From an optimization exercise on the open Yosys and OpenROAD flow, aimed at small area; shortcuts taken in it are not production practice.
Only simulation tests tie the RTL to the original design; equivalence was not proved.
Power figures rest on the tool's default switching activity, not on a simulated workload.

Design top, start of the top module:
module top (
    input clk,
    input rst,
    input up,
    input down,
    input raw_entry,
    input raw_exit,
    input [7:0] rate,
    output [6:0] seg_car,
    output [6:0] seg_cost1,
    output [6:0] seg_cost0,
    output full,
    output empty,
    output alarm
);
export LEC_CHECK = 0
export ABC_AREA = 1
export CAP_MARGIN = 20
export CORE_MARGIN = 2
export CORE_UTILIZATION = 40
export SLEW_MARGIN = 20
export SYNTH_HIERARCHICAL = 1
create_clock -name core_clock -period 50.0 [get_ports {clk}]
standard.sh (not shown) runs the stock make flow with config.mk's settings and CLKGATE_MAP_FILE= SYNTH_SCRIPT=/design/flow/synth_recipe.tcl, a recipe that flattens the netlist after the stock synthesis.
==> flow/flow/run.sh <==
#!/bin/bash
# Own layout flow: the standard flow, with
#  - port buffers of the smallest buffer cell,
#  - a clock tree of mid-size clock buffers without dummy loads,
#  - every combinational cell swapped to its smallest drive strength after floorplan
#    (the flow's timing repair upsizes again wherever timing needs it).
# Each tool's output goes to a log file of its own in the work folder.
set -euo pipefail
R=orfs/results/${FLOW_PLATFORM:-sky130hd}/top/base
bash standard.sh synth > synth.log 2>&1
bash standard.sh floorplan > floorplan.log 2>&1
DS_ODB=$R/2_floorplan.odb openroad -no_init -exit flow/downsize.tcl > downsize.log 2>&1
bash standard.sh finish \
  'BUFFER_PORTS_ARGS=-buffer_cell sky130_fd_sc_hd__buf_1' \
  'CTS_ARGS=-buf_list sky130_fd_sc_hd__clkbuf_8 -sink_clustering_enable -sink_clustering_size 30 -sink_clustering_max_diameter 200 -dont_use_dummy_load -repair_clock_nets' \
  > finish.log 2>&1
==> flow/flow/downsize.tcl <==
# Swap every combinational cell for the smallest-area cell of the same family
# (same logic function, lower drive strength). Timing is repaired later by the flow.
read_db $::env(DS_ODB)
set db [ord::get_db]
set block [[$db getChip] getBlock]
set dont_use {}
proc area_of {m} { return [expr {[$m getWidth] * [$m getHeight]}] }
set fam [dict create]
foreach lib [$db getLibs] {
  foreach m [$lib getMasters] {
    set n [$m getName]
    if {[lsearch -exact $dont_use $n] >= 0} continue
    if {![regexp {^(sky130_fd_sc_hd__[a-z0-9]+)_([0-9]+)$} $n -> base drv]} continue
    dict lappend fam $base $m
  }
}
set swapped 0
set saved 0
foreach inst [$block getInsts] {
  set m [$inst getMaster]
  set n [$m getName]
  if {![regexp {^(sky130_fd_sc_hd__[a-z0-9]+)_([0-9]+)$} $n -> base drv]} continue
  if {[regexp {^sky130_fd_sc_hd__(df|edf|sdf|dl|clk|tap|fill|decap|conb|dlygate|dlymetal|lpflow|probe|diode)} $n]} continue
  if {![dict exists $fam $base]} continue
  set best $m
  foreach c [dict get $fam $base] {
    if {[area_of $c] < [area_of $best]} { set best $c }
  }
  if {$best ne $m} {
    set saved [expr {$saved + [area_of $m] - [area_of $best]}]
    $inst swapMaster $best
    incr swapped
  }
}
puts "downsize: swapped $swapped cells, saved [expr {$saved / 1e6}] um2"
write_db $::env(DS_ODB)
==> next run, changes <==
--- a/flow/flow/run.sh
+++ b/flow/flow/run.sh
@@ -4,5 +4,6 @@
 #  - a clock tree of mid-size clock buffers without dummy loads,
 #  - every combinational cell swapped to its smallest drive strength after floorplan
-#    (the flow's timing repair upsizes again wherever timing needs it).
+#    (the flow's timing repair upsizes again wherever timing needs it),
+#  - power recovery (downsizing) after global routing.
 # Each tool's output goes to a log file of its own in the work folder.
 set -euo pipefail
@@ -14,3 +15,3 @@
   'BUFFER_PORTS_ARGS=-buffer_cell sky130_fd_sc_hd__buf_1' \
   'CTS_ARGS=-buf_list sky130_fd_sc_hd__clkbuf_8 -sink_clustering_enable -sink_clustering_size 30 -sink_clustering_max_diameter 200 -dont_use_dummy_load -repair_clock_nets' \
-  > finish.log 2>&1
+  RECOVER_POWER=100 > finish.log 2>&1
This time the run finished but fails on capacitance limit, slew limit.
Power went down slightly.
Hold slack hardly moves.
Register-to-register slack gets worse by 520 ps.
Synthesized cell count stays the same.
Fmax is about the same.
Final cell count stays the same.
Cell area went down slightly.

==> re-timing with driven ports <==
Ports are ideal in the flow. The routed layouts listed here were re-timed in OpenROAD. Step 1 (the two cells are an assumption about what drives the block):
set clk [get_ports {clk}]
set_driving_cell -lib_cell sky130_fd_sc_hd__clkbuf_16 $clk
set_driving_cell -lib_cell sky130_fd_sc_hd__buf_2 [delete_from_list [all_inputs] $clk]
Step 2, shift: input delay + t, output delay - t, t = (earliest + latest rising clock arrival at the registers) / 2. This alone moves slack from input paths to output paths. a / b / c = no drivers / after step 1 / after step 2; a / b = the first two.
run	shift t [ns]	setup WS [ns]	worst data-port slew with drivers (ns)
the first run	0.388	18.304 / 18.273 / 18.273	0.03
the second run	0.386	18.294 / 18.263 / 18.263	0.03
